From an optimization exercise on the open Yosys and OpenROAD flow, aimed at small area and a short achievable clock period; shortcuts taken in it are not production practice. Only simulation tests tie the RTL to the original design; equivalence was not proved.

==> job 2152 <==
==> flow/design.v <==
`timescale 1ns / 1ps
module pipeline(
		input wire clk,
		input wire rst,
		output wire [6:0] imem_addr,
		input wire [31:0] imem_data,
		output wire [6:0] dmem_addr,
		output wire [31:0] dmem_wdata,
		output wire dmem_we,
		input wire [31:0] dmem_rdata,
		output wire [1023:0] registros
		);
	reg [6:0]  pc;
	reg [5:0]  ir_op;        
	reg [25:0] ir_lo;        
	wire [31:0] ir = {ir_op, ir_lo};
	reg        ena_id;       
	reg        sq;           
	reg [31:0] r1_q, r2_q;   
	reg        xa, ya, za, wa, ka, ra;
	reg        xb, yb, zb, wb, kb, rb;
	reg        pm, pw, pk, p1, p2;
	reg        bothx, anyx;
	reg [31:0] a_ex;         
	reg [31:0] b_ex;         
	reg [31:0] d2_ex;        
	reg [4:0]  dst_ex;
	reg        rt0_ex;       
	reg        cin_ex;       
	reg        f_sum_ex, f_and_ex, f_or_ex, f_xor_ex, f_nor_ex, f_slt_ex;
	reg        mem_write_ex, reg_write_ex, mem_to_reg_ex;
	reg [6:0]  alu_m_lo;
	reg [31:7] alu_m_hi;
	wire [31:0] alu_m = {alu_m_hi, alu_m_lo};
	reg [31:0] d2_m;
	reg [4:0]  dst_m;
	reg        mem_write_m, reg_write_m, mem_to_reg_m;
	reg [31:0] wd_wb;
	reg [4:0]  dst_wb;
	reg        reg_write_wb;
	reg [1023:0] rf;
	assign registros = rf;
	wire [31:0] rf0 = rf[31:0];
	wire [5:0] op = ir[31:26];
	wire [4:0] rs = ir[25:21];
	wire [4:0] rt = ir[20:16];
	wire [4:0] rd = ir[15:11];
	wire [3:0] ff = ir[3:0];
	reg stop;
	wire g = ena_id & ~stop & (op != 6'b111111);
	wire is_load  = op[5] & ~op[4] & ~op[3];
	wire is_store = op[5] & ~op[4] &  op[3];
	wire is_i     = ~op[5] & ~op[4] & op[3];
	wire is_b     = ~op[5] & ~op[4] & ~op[3] & op[2] & ~op[1];
	wire is_r     = (op == 6'b000000);
	wire c_alu_src = is_load | is_store | is_i;
	wire c_aluop0  = is_b | is_i;
	wire c_aluop1  = is_r | is_i;
	wire c_aluop5  = op[3] & ~op[5];
	reg [2:0] oper;
	always @(*) begin
		if (c_aluop5) begin
			case (op[2:0])
				3'b010, 3'b011: oper = 3'b111;  
				3'b100:         oper = 3'b000;  
				3'b101:         oper = 3'b001;  
				3'b110:         oper = 3'b110;  
				default:        oper = 3'b010;  
			endcase
		end else begin
			oper[0] = (ff[0] | ff[3]) & c_aluop1;
			oper[1] = ~ff[2] | ~c_aluop1;
			oper[2] = (c_aluop1 & ff[1]) | c_aluop0;
		end
	end
	wire [2:0] oper_g = g ? oper : 3'b010;
	wire alu_src_g = g & c_alu_src;
	wire inv_g = (oper_g == 3'b110) | (oper_g == 3'b111);
	wire [31:0] kp0 = a_ex ^ b_ex;
	wire [31:0] kg0 = (a_ex & b_ex) | {31'd0, kp0[0] & cin_ex};
	wire [31:0] kp1 = kp0 & {kp0[30:0], 1'b0};
	wire [31:0] kg1 = kg0 | (kp0 & {kg0[30:0], 1'b0});
	wire [31:0] kp2 = kp1 & {kp1[29:0], 2'b0};
	wire [31:0] kg2 = kg1 | (kp1 & {kg1[29:0], 2'b0});
	wire [31:0] kp3 = kp2 & {kp2[27:0], 4'b0};
	wire [31:0] kg3 = kg2 | (kp2 & {kg2[27:0], 4'b0});
	wire [31:0] kp4 = kp3 & {kp3[23:0], 8'b0};
	wire [31:0] kg4 = kg3 | (kp3 & {kg3[23:0], 8'b0});
	wire [31:0] kg5 = kg4 | (kp4 & {kg4[15:0], 16'b0});
	wire [32:0] sum = {kg5[31], kp0 ^ {kg5[30:0], cin_ex}};
	wire [31:0] h = a_ex ^ b_ex;
	wire [31:0] logic_r =
		  ({32{f_and_ex}} & (a_ex & b_ex))
		| ({32{f_or_ex}}  & (a_ex | b_ex))
		| ({32{f_xor_ex}} & h)
		| ({32{f_nor_ex}} & ~(a_ex | b_ex));
	wire [31:0] alu =
		  ({32{f_sum_ex}} & sum[31:0])
		| logic_r
		| {31'd0, f_slt_ex & sum[32]};
	wire [31:0] e1 = ({32{ya}} & alu_m) | ({32{wa}} & wd_wb) | ({32{ka}} & rf0) | ({32{ra}} & r1_q);
	wire [31:0] e2 = ({32{yb}} & alu_m) | ({32{wb}} & wd_wb) | ({32{kb}} & rf0) | ({32{rb}} & r2_q);
	wire [31:0] d1 = xa ? alu : e1;
	wire [31:0] d2 = xb ? alu : e2;
	wire [31:0] partner = ({32{pm}} & alu_m) | ({32{pw}} & wd_wb) | ({32{pk}} & rf0)
		| ({32{p1}} & r1_q) | ({32{p2}} & r2_q);
	wire [31:0] ab_and = a_ex & b_ex;
	wire [31:0] ab_or = a_ex | b_ex;
	wire [31:0] u = h ^ {ab_and[30:0], cin_ex};
	wire [31:0] v = h ^ {ab_or[30:0], cin_ex};
	wire [31:0] p_lo = {partner[30:0], 1'b0};
	wire [31:0] ok = ~((p_lo & (partner ^ u)) | (~p_lo & (partner ^ v)));
	wire eq_sum = &ok;
	wire eq_logic = (logic_r == partner);
	wire eq_slt = (partner[31:1] == 31'd0) & (partner[0] == sum[32]);
	wire eq_alu = f_sum_ex ? eq_sum : f_slt_ex ? eq_slt : eq_logic;
	wire eq_early = (e1 == e2);
	wire eq = bothx | (anyx ? eq_alu : eq_early);
	wire is_beq = (op == 6'b000100);
	wire is_bne = (op == 6'b000101);
	wire is_j   = (op == 6'b000010);
	wire t_eq = is_j | is_beq;
	wire t_ne = is_j | is_bne;
	wire [6:0] pc_inc = pc + 7'd1;
	wire [6:0] branch_pc = is_j ? ir[6:0] : pc_inc + ir[6:0];
	wire [31:0] sext = {{16{ir[15]}}, ir[15:0]};
	wire [31:0] b_sel = alu_src_g ? sext : d2;
	wire [4:0] ns = imem_data[25:21];
	wire [4:0] nt = imem_data[20:16];
	wire [31:0] we_wb = {31'd0, reg_write_wb} << dst_wb;
	wire [31:0] rs_sel = (32'd1 << ns) & ~we_wb & {32{~stop}};
	wire [31:0] rt_sel = (32'd1 << nt) & ~we_wb & {32{~stop}};
	wire bp1 = ~stop & reg_write_wb & (dst_wb == ns);
	wire bp2 = ~stop & reg_write_wb & (dst_wb == nt);
	reg  [31:0] r1, r2;
	integer k;
	always @(*) begin
		r1 = ({32{bp1}} & wd_wb) | ({32{stop}} & e1);
		r2 = ({32{bp2}} & wd_wb) | ({32{stop}} & e2);
		for (k = 0; k < 32; k = k + 1) begin
			r1 = r1 | (rf[32*k +: 32] & {32{rs_sel[k]}});
			r2 = r2 | (rf[32*k +: 32] & {32{rt_sel[k]}});
		end
	end
	wire [4:0] dst_id = is_r ? rd : rt;
	wire rw_id = ena_id & (op != 6'b111111) & (is_load | is_r | is_i);
	function [19:0] bundle(input bsq, input bxa, input bya, input bza,
			input bxb, input byb, input bzb);
		reg bwa, bka, bra, bwb, bkb, brb;
		begin
			bwa = ~bya & bza; bka = ~bya & ~bza & bsq; bra = ~bya & ~bza & ~bsq;
			bwb = ~byb & bzb; bkb = ~byb & ~bzb & bsq; brb = ~byb & ~bzb & ~bsq;
			bundle = {bsq, bxa, bya, bza, bwa, bka, bra, bxb, byb, bzb, bwb, bkb, brb,
				bxa ? byb : bya, bxa ? bwb : bwa, bxa ? bkb : bka, ~bxa & bra, bxa & brb,
				bxa & bxb, bxa | bxb};
		end
	endfunction
	wire s0x = rw_id & (dst_id == 5'd0);
	wire s0y = reg_write_ex & (dst_ex == 5'd0);
	wire s0z = reg_write_m & (dst_m == 5'd0);
	wire [19:0] bun_stop = bundle(sq, 1'b0, xa, ya, 1'b0, xb, yb);
	wire [19:0] bun_sq = bundle(1'b1, s0x, s0y, s0z, s0x, s0y, s0z);
	wire [19:0] bun_go = bundle(1'b0,
		rw_id & (ns == dst_id), reg_write_ex & (ns == dst_ex), reg_write_m & (ns == dst_m),
		rw_id & (nt == dst_id), reg_write_ex & (nt == dst_ex), reg_write_m & (nt == dst_m));
	wire [19:0] bun_next = stop ? bun_stop : eq ? (t_eq ? bun_sq : bun_go) : (t_ne ? bun_sq : bun_go);
	wire mtr_id = g & is_load;
	wire stop_sq = mtr_id & ~rt[0];
	wire stop_go = mtr_id & ((ns[0] ~^ rt[0]) | (nt[0] ~^ rt[0]));
	wire stop_next = ~stop & (eq ? (t_eq ? stop_sq : stop_go) : (t_ne ? stop_sq : stop_go));
	wire [6:0] pc_go = stop ? pc : pc_inc;
	wire [6:0] pc_br = stop ? pc : branch_pc;
	wire [6:0] pc_next = eq ? (t_eq ? pc_br : pc_go) : (t_ne ? pc_br : pc_go);
	wire [15:0] ir_go = stop ? ir[31:16] : imem_data[31:16];
	wire [15:0] ir_sq = stop ? ir[31:16] : {6'b111111, 10'd0};
	wire [15:0] ir_next = eq ? (t_eq ? ir_sq : ir_go) : (t_ne ? ir_sq : ir_go);
	always @(posedge clk or posedge rst) begin
		if (rst) begin
			pc <= 7'd0;
			stop <= 1'b0;
			ir_op <= 6'd0;
			ena_id <= 1'b0;
			sq <= 1'b1;
			xa <= 1'b0; ya <= 1'b0; za <= 1'b0; wa <= 1'b0; ka <= 1'b1; ra <= 1'b0;
			xb <= 1'b0; yb <= 1'b0; zb <= 1'b0; wb <= 1'b0; kb <= 1'b1; rb <= 1'b0;
			pm <= 1'b0; pw <= 1'b0; pk <= 1'b1; p1 <= 1'b0; p2 <= 1'b0;
			bothx <= 1'b0; anyx <= 1'b0;
			f_sum_ex <= 1'b0; f_and_ex <= 1'b0; f_or_ex <= 1'b0;
			f_xor_ex <= 1'b0; f_nor_ex <= 1'b0; f_slt_ex <= 1'b0;
			cin_ex <= 1'b0;
			mem_write_ex <= 1'b0; reg_write_ex <= 1'b0; mem_to_reg_ex <= 1'b0;
			d2_ex <= 32'd0;
			alu_m_lo <= 7'd0;
			d2_m <= 32'd0;
			mem_write_m <= 1'b0; reg_write_m <= 1'b0; mem_to_reg_m <= 1'b0;
			reg_write_wb <= 1'b0;
		end else begin
			pc <= pc_next;
			stop <= stop_next;
			ir_op <= ir_next[15:10];
			if (!stop) ena_id <= 1'b1;
			{sq, xa, ya, za, wa, ka, ra, xb, yb, zb, wb, kb, rb,
				pm, pw, pk, p1, p2, bothx, anyx} <= bun_next;
			f_sum_ex <= (oper_g == 3'b010) | (oper_g == 3'b110);
			f_and_ex <= (oper_g == 3'b000);
			f_or_ex  <= (oper_g == 3'b001);
			f_xor_ex <= (oper_g == 3'b100);
			f_nor_ex <= (oper_g == 3'b101);
			f_slt_ex <= (oper_g == 3'b111);
			cin_ex <= inv_g;
			mem_write_ex <= g & is_store;
			reg_write_ex <= g & (is_load | is_r | is_i);
			mem_to_reg_ex <= g & is_load;
			d2_ex <= d2;
			alu_m_lo <= alu[6:0];
			d2_m <= d2_ex;
			mem_write_m <= mem_write_ex;
			reg_write_m <= reg_write_ex;
			mem_to_reg_m <= mem_to_reg_ex;
			reg_write_wb <= reg_write_m;
		end
	end
	always @(posedge clk) begin
		if (!stop) begin
			ir_lo[15:0] <= imem_data[15:0];
		end
		ir_lo[25:16] <= ir_next[9:0];
		r1_q <= r1;
		r2_q <= r2;
		a_ex <= d1;
		b_ex <= inv_g ? ~b_sel : b_sel;
		dst_ex <= dst_id;
		rt0_ex <= rt[0];
		alu_m_hi <= alu[31:7];
		dst_m <= dst_ex;
		wd_wb <= mem_to_reg_m ? dmem_rdata : alu_m;
		dst_wb <= dst_m;
	end
	wire [31:0] we_oh = we_wb | {32{rst}};
	wire [31:0] wdata = wd_wb & {32{~rst}};
	integer w;
	always @(posedge clk)
		for (w = 0; w < 32; w = w + 1)
			if (we_oh[w]) rf[32*w +: 32] <= wdata;
	assign imem_addr = pc;
	assign dmem_addr = alu_m[6:0];
	assign dmem_wdata = d2_m;
	assign dmem_we = mem_write_m;
endmodule
==> flow/flow/run.sh <==
#!/bin/bash
# The standard layout, except that the input and output ports are
# buffered with the smallest buffer cell (buf_1) instead of the delay cell
# buffer_ports picks on its own. ORFS keeps each step's log under
# orfs/logs/; standard.sh's own output goes to standard_sh.log.
set -euo pipefail
export BUFFER_PORTS_ARGS="-buffer_cell sky130_fd_sc_hd__buf_1"
bash standard.sh > standard_sh.log 2>&1
==> flow/standard.sh <==
#!/bin/bash
# synth_recipe.tcl (not shown) runs the flow's synth.tcl, then flattens the netlist and writes it again
# the make line also repeats each setting of config.mk as NAME=value (left out here)
make -C /OpenROAD-flow-scripts/flow DESIGN_CONFIG=/design/flow/config.mk WORK_HOME=/design/flow/orfs CLKGATE_MAP_FILE= SYNTH_SCRIPT=/design/flow/synth_recipe.tcl "${@:-finish}"
==> flow/config.mk <==
export PLATFORM = sky130hd
export DESIGN_NAME = pipeline
export DESIGN_NICKNAME = pipeline
export VERILOG_FILES = /design/flow/design.v
export SDC_FILE = /design/flow/constraint.sdc
export NUM_CORES = 4
export LEC_CHECK = 0
export CAP_MARGIN = 20
export CORE_MARGIN = 2
export CORE_UTILIZATION = 30
export CTS_CLUSTER_DIAMETER = 80
export CTS_CLUSTER_SIZE = 22
export SETUP_SLACK_MARGIN = 5
export SLEW_MARGIN = 20
==> flow/constraint.sdc <==
create_clock -name core_clock -period 9.0 [get_ports {clk}]
set_input_delay 1.8000 -clock core_clock [delete_from_list [all_inputs] [get_ports {clk}]]
set_output_delay 1.8000 -clock core_clock [all_outputs]
set_load 0.01 [all_outputs]
==> job 1635 (differences from job 2152) <==
--- a/flow/design.v
+++ b/flow/design.v
@@ -16,16 +16,14 @@
 	wire [31:0] ir = {ir_op, ir_lo};
 	reg        ena_id;       
 	reg        sq;           
-	reg [31:0] r1_q, r2_q;   
-	reg        xa, ya, za, wa, ka, ra;
-	reg        xb, yb, zb, wb, kb, rb;
-	reg        pm, pw, pk, p1, p2;
+	reg [31:0] r1_q, r2_q;
+	reg        xa, ya, za, xb, yb;
+	reg        s0, s1, q1, q2;
 	reg        bothx, anyx;
 	reg [31:0] a_ex;         
 	reg [31:0] b_ex;         
 	reg [31:0] d2_ex;        
 	reg [4:0]  dst_ex;
-	reg        rt0_ex;       
 	reg        cin_ex;       
 	reg        f_sum_ex, f_and_ex, f_or_ex, f_xor_ex, f_nor_ex, f_slt_ex;
 	reg        mem_write_ex, reg_write_ex, mem_to_reg_ex;
@@ -47,7 +45,8 @@
 	wire [4:0] rd = ir[15:11];
 	wire [3:0] ff = ir[3:0];
 	reg stop;
-	wire g = ena_id & ~stop & (op != 6'b111111);
+	wire nop = sq | (op == 6'b111111);
+	wire g = ena_id & ~stop & ~nop;
 	wire is_load  = op[5] & ~op[4] & ~op[3];
 	wire is_store = op[5] & ~op[4] &  op[3];
 	wire is_i     = ~op[5] & ~op[4] & op[3];
@@ -98,12 +97,12 @@
 		  ({32{f_sum_ex}} & sum[31:0])
 		| logic_r
 		| {31'd0, f_slt_ex & sum[32]};
-	wire [31:0] e1 = ({32{ya}} & alu_m) | ({32{wa}} & wd_wb) | ({32{ka}} & rf0) | ({32{ra}} & r1_q);
-	wire [31:0] e2 = ({32{yb}} & alu_m) | ({32{wb}} & wd_wb) | ({32{kb}} & rf0) | ({32{rb}} & r2_q);
+	wire [31:0] e0 = ya ? alu_m : za ? wd_wb : rf0;
+	wire [31:0] e1 = ({32{s0}} & e0) | ({32{s1}} & r1_q);
+	wire [31:0] e2 = ({32{s0}} & e0) | ({32{s1}} & r2_q);
 	wire [31:0] d1 = xa ? alu : e1;
 	wire [31:0] d2 = xb ? alu : e2;
-	wire [31:0] partner = ({32{pm}} & alu_m) | ({32{pw}} & wd_wb) | ({32{pk}} & rf0)
-		| ({32{p1}} & r1_q) | ({32{p2}} & r2_q);
+	wire [31:0] partner = ({32{q1}} & r1_q) | ({32{q2}} & r2_q);
 	wire [31:0] ab_and = a_ex & b_ex;
 	wire [31:0] ab_or = a_ex | b_ex;
 	wire [31:0] u = h ^ {ab_and[30:0], cin_ex};
@@ -114,56 +113,64 @@
 	wire eq_logic = (logic_r == partner);
 	wire eq_slt = (partner[31:1] == 31'd0) & (partner[0] == sum[32]);
 	wire eq_alu = f_sum_ex ? eq_sum : f_slt_ex ? eq_slt : eq_logic;
-	wire eq_early = (e1 == e2);
+	wire eq_early = (r1_q == r2_q);
 	wire eq = bothx | (anyx ? eq_alu : eq_early);
 	wire is_beq = (op == 6'b000100);
 	wire is_bne = (op == 6'b000101);
 	wire is_j   = (op == 6'b000010);
-	wire t_eq = is_j | is_beq;
-	wire t_ne = is_j | is_bne;
+	wire t_eq = ~sq & (is_j | is_beq);
+	wire t_ne = ~sq & (is_j | is_bne);
 	wire [6:0] pc_inc = pc + 7'd1;
 	wire [6:0] branch_pc = is_j ? ir[6:0] : pc_inc + ir[6:0];
 	wire [31:0] sext = {{16{ir[15]}}, ir[15:0]};
-	wire [31:0] b_sel = alu_src_g ? sext : d2;
+	wire [31:0] b_other = (alu_src_g ? sext : e2) ^ {32{inv_g}};
+	wire fwd_b = xb & ~alu_src_g;
+	wire [31:0] wd_next = mem_to_reg_m ? dmem_rdata : alu_m;
 	wire [4:0] ns = imem_data[25:21];
 	wire [4:0] nt = imem_data[20:16];
+	wire [4:0] dst_id = is_r ? rd : rt;
+	wire rw_id = ena_id & ~nop & (is_load | is_r | is_i);
+	wire xga = rw_id & (ns == dst_id);
+	wire yga = reg_write_ex & (ns == dst_ex);
+	wire zga = reg_write_m & (ns == dst_m);
+	wire xgb = rw_id & (nt == dst_id);
+	wire ygb = reg_write_ex & (nt == dst_ex);
+	wire zgb = reg_write_m & (nt == dst_m);
 	wire [31:0] we_wb = {31'd0, reg_write_wb} << dst_wb;
-	wire [31:0] rs_sel = (32'd1 << ns) & ~we_wb & {32{~stop}};
-	wire [31:0] rt_sel = (32'd1 << nt) & ~we_wb & {32{~stop}};
-	wire bp1 = ~stop & reg_write_wb & (dst_wb == ns);
-	wire bp2 = ~stop & reg_write_wb & (dst_wb == nt);
-	reg  [31:0] r1, r2;
+	wire [31:0] rs_sel = (stop ? (32'd1 << rs) : (32'd1 << ns)) & ~we_wb;
+	wire [31:0] rt_sel = (stop ? (32'd1 << rt) : (32'd1 << nt)) & ~we_wb;
+	wire bp1 = reg_write_wb & (stop ? (dst_wb == rs) : (dst_wb == ns));
+	wire bp2 = reg_write_wb & (stop ? (dst_wb == rt) : (dst_wb == nt));
+	wire y1 = stop ? xa : yga;
+	wire z1 = stop ? ya : zga;
+	wire y2 = stop ? xb : ygb;
+	wire z2 = stop ? yb : zgb;
+	reg  [31:0] rd1, rd2;
 	integer k;
 	always @(*) begin
-		r1 = ({32{bp1}} & wd_wb) | ({32{stop}} & e1);
-		r2 = ({32{bp2}} & wd_wb) | ({32{stop}} & e2);
+		rd1 = {32{bp1}} & wd_wb;
+		rd2 = {32{bp2}} & wd_wb;
 		for (k = 0; k < 32; k = k + 1) begin
-			r1 = r1 | (rf[32*k +: 32] & {32{rs_sel[k]}});
-			r2 = r2 | (rf[32*k +: 32] & {32{rt_sel[k]}});
-		end
-	end
-	wire [4:0] dst_id = is_r ? rd : rt;
-	wire rw_id = ena_id & (op != 6'b111111) & (is_load | is_r | is_i);
-	function [19:0] bundle(input bsq, input bxa, input bya, input bza,
-			input bxb, input byb, input bzb);
-		reg bwa, bka, bra, bwb, bkb, brb;
-		begin
-			bwa = ~bya & bza; bka = ~bya & ~bza & bsq; bra = ~bya & ~bza & ~bsq;
-			bwb = ~byb & bzb; bkb = ~byb & ~bzb & bsq; brb = ~byb & ~bzb & ~bsq;
-			bundle = {bsq, bxa, bya, bza, bwa, bka, bra, bxb, byb, bzb, bwb, bkb, brb,
-				bxa ? byb : bya, bxa ? bwb : bwa, bxa ? bkb : bka, ~bxa & bra, bxa & brb,
-				bxa & bxb, bxa | bxb};
-		end
-	endfunction
+			rd1 = rd1 | (rf[32*k +: 32] & {32{rs_sel[k]}});
+			rd2 = rd2 | (rf[32*k +: 32] & {32{rt_sel[k]}});
+		end
+	end
+	wire [31:0] go1 = y1 ? alu : z1 ? wd_next : rd1;
+	wire [31:0] go2 = y2 ? alu : z2 ? wd_next : rd2;
 	wire s0x = rw_id & (dst_id == 5'd0);
 	wire s0y = reg_write_ex & (dst_ex == 5'd0);
 	wire s0z = reg_write_m & (dst_m == 5'd0);
-	wire [19:0] bun_stop = bundle(sq, 1'b0, xa, ya, 1'b0, xb, yb);
-	wire [19:0] bun_sq = bundle(1'b1, s0x, s0y, s0z, s0x, s0y, s0z);
-	wire [19:0] bun_go = bundle(1'b0,
-		rw_id & (ns == dst_id), reg_write_ex & (ns == dst_ex), reg_write_m & (ns == dst_m),
-		rw_id & (nt == dst_id), reg_write_ex & (nt == dst_ex), reg_write_m & (nt == dst_m));
-	wire [19:0] bun_next = stop ? bun_stop : eq ? (t_eq ? bun_sq : bun_go) : (t_ne ? bun_sq : bun_go);
+	function [9:0] bundle(input bsq, input bxa, input bya, input bza, input bxb, input byb);
+		begin
+			bundle = {bsq, bxa, bya, bza, bxb, byb, bsq, ~bsq, ~bxa, bxa};
+		end
+	endfunction
+	wire [9:0] bun_stop = bundle(sq, 1'b0, xa, ya, 1'b0, xb);
+	wire [9:0] bun_sq = bundle(1'b1, s0x, s0y, s0z, s0x, s0y);
+	wire [9:0] bun_go = bundle(1'b0, xga, yga, zga, xgb, ygb);
+	wire [9:0] bun_next = stop ? bun_stop : eq ? (t_eq ? bun_sq : bun_go) : (t_ne ? bun_sq : bun_go);
+	wire nx_any = stop ? 1'b0 : eq ? (t_eq ? s0x : xga | xgb) : (t_ne ? s0x : xga | xgb);
+	wire nx_both = stop ? 1'b0 : eq ? (t_eq ? s0x : xga & xgb) : (t_ne ? s0x : xga & xgb);
 	wire mtr_id = g & is_load;
 	wire stop_sq = mtr_id & ~rt[0];
 	wire stop_go = mtr_id & ((ns[0] ~^ rt[0]) | (nt[0] ~^ rt[0]));
@@ -171,19 +178,14 @@
 	wire [6:0] pc_go = stop ? pc : pc_inc;
 	wire [6:0] pc_br = stop ? pc : branch_pc;
 	wire [6:0] pc_next = eq ? (t_eq ? pc_br : pc_go) : (t_ne ? pc_br : pc_go);
-	wire [15:0] ir_go = stop ? ir[31:16] : imem_data[31:16];
-	wire [15:0] ir_sq = stop ? ir[31:16] : {6'b111111, 10'd0};
-	wire [15:0] ir_next = eq ? (t_eq ? ir_sq : ir_go) : (t_ne ? ir_sq : ir_go);
 	always @(posedge clk or posedge rst) begin
 		if (rst) begin
 			pc <= 7'd0;
 			stop <= 1'b0;
-			ir_op <= 6'd0;
 			ena_id <= 1'b0;
 			sq <= 1'b1;
-			xa <= 1'b0; ya <= 1'b0; za <= 1'b0; wa <= 1'b0; ka <= 1'b1; ra <= 1'b0;
-			xb <= 1'b0; yb <= 1'b0; zb <= 1'b0; wb <= 1'b0; kb <= 1'b1; rb <= 1'b0;
-			pm <= 1'b0; pw <= 1'b0; pk <= 1'b1; p1 <= 1'b0; p2 <= 1'b0;
+			xa <= 1'b0; ya <= 1'b0; za <= 1'b0; xb <= 1'b0; yb <= 1'b0;
+			s0 <= 1'b0; s1 <= 1'b0; q1 <= 1'b0; q2 <= 1'b0;
 			bothx <= 1'b0; anyx <= 1'b0;
 			f_sum_ex <= 1'b0; f_and_ex <= 1'b0; f_or_ex <= 1'b0;
 			f_xor_ex <= 1'b0; f_nor_ex <= 1'b0; f_slt_ex <= 1'b0;
@@ -197,10 +199,10 @@
 		end else begin
 			pc <= pc_next;
 			stop <= stop_next;
-			ir_op <= ir_next[15:10];
 			if (!stop) ena_id <= 1'b1;
-			{sq, xa, ya, za, wa, ka, ra, xb, yb, zb, wb, kb, rb,
-				pm, pw, pk, p1, p2, bothx, anyx} <= bun_next;
+			{sq, xa, ya, za, xb, yb, s0, s1, q1, q2} <= bun_next;
+			bothx <= nx_both;
+			anyx <= nx_any;
 			f_sum_ex <= (oper_g == 3'b010) | (oper_g == 3'b110);
 			f_and_ex <= (oper_g == 3'b000);
 			f_or_ex  <= (oper_g == 3'b001);
@@ -222,22 +224,25 @@
 	end
 	always @(posedge clk) begin
 		if (!stop) begin
-			ir_lo[15:0] <= imem_data[15:0];
-		end
-		ir_lo[25:16] <= ir_next[9:0];
-		r1_q <= r1;
-		r2_q <= r2;
+			ir_op <= imem_data[31:26];
+			ir_lo <= imem_data[25:0];
+		end
+		r1_q <= go1;
+		r2_q <= go2;
 		a_ex <= d1;
-		b_ex <= inv_g ? ~b_sel : b_sel;
+		b_ex <= fwd_b ? (alu ^ {32{inv_g}}) : b_other;
 		dst_ex <= dst_id;
-		rt0_ex <= rt[0];
 		alu_m_hi <= alu[31:7];
 		dst_m <= dst_ex;
 		wd_wb <= mem_to_reg_m ? dmem_rdata : alu_m;
 		dst_wb <= dst_m;
 	end
-	wire [31:0] we_oh = we_wb | {32{rst}};
-	wire [31:0] wdata = wd_wb & {32{~rst}};
+	reg rf_clear;
+	always @(posedge clk or posedge rst)
+		if (rst) rf_clear <= 1'b1;
+		else rf_clear <= 1'b0;
+	wire [31:0] we_oh = we_wb | {32{rf_clear}};
+	wire [31:0] wdata = wd_wb & {32{~rf_clear}};
 	integer w;
 	always @(posedge clk)
 		for (w = 0; w < 32; w = w + 1)
- CORE_UTILIZATION: 30 -> 36
==> metrics.md <==
| Metric | Value |
|---|---|
| Family with the most delay on the worst path | `simple AND/OR/NAND/NOR gates` |
| Nets | `6,085` |
| Synthesized area per cell | `approximately 13 um2` |
| Worst r2r src | `rf[27]` |
| Vias in the first global route | `58.4k` |
| Clock-pin slew on the worst setup and hold paths | `0.09 ns` |
| Critical path class | `flip-flop to flip-flop` |
| Placed instance count | `8,429` |
| Status | `timing/DRC/antenna clean` |
| Fin crit share | `0.477` |
The numbers above come from job 2152.

==> metrics.md <==
| Metric | Value |
|---|---|
| Status | `timing/DRC/antenna clean` |
| EDFF count, synth | `1,056` |
| Fin area | `0.0750 mm2` |
| Fin crit share | `0.470` |
| Post-route DRC | `0` |
| Synthesized area per cell | `12.9 um2` |
| Placed instance count | `8,102` |
| Vias in the first global route | `57.7k` |
| Critical path class | `input pin to flip-flop` |
| Top Consumer | `sequential cells` |
| Dpl ws | `3.10 ns` |
| Core Area | `0.172 mm2` |
| Family with the most delay on the worst path | `compound AO/OA/AOI/OAI gates` |
The numbers above come from job 1635.

port drivers added, routing unchanged:
Ports are ideal in the flow. The routed layouts listed here were re-timed in OpenROAD. Step 1: set_driving_cell puts a clkbuf_16 on clk and a buf_2 on each other input, an assumption about the parent block. Step 2 moves the port delays by t, midway between the first and last clock arrival at a register: inputs arrive t later, outputs are due t later. That takes back most of the time a late clock gives input paths. a / b / c = ideal ports / drivers / drivers and shift; a / b = the first two.
| run | shift t [ns] | slack for setup (ns) | worst setup path after step 2 | latest minus earliest clock arrival (ns) |
|---|---|---|---|---|
| job 2152 | 0.869 | 4.708 / 4.708 / 4.004 | input to register | 0.089 / 0.089 |
| job 1635 | 0.890 | 4.767 / 4.776 / 3.886 | input to register | 0.099 / 0.099 |
After both steps every run listed still meets setup and hold. The setup slack of job 1635, which loses most, moves by +0.009 ns with the drivers and by -0.881 ns with both steps.
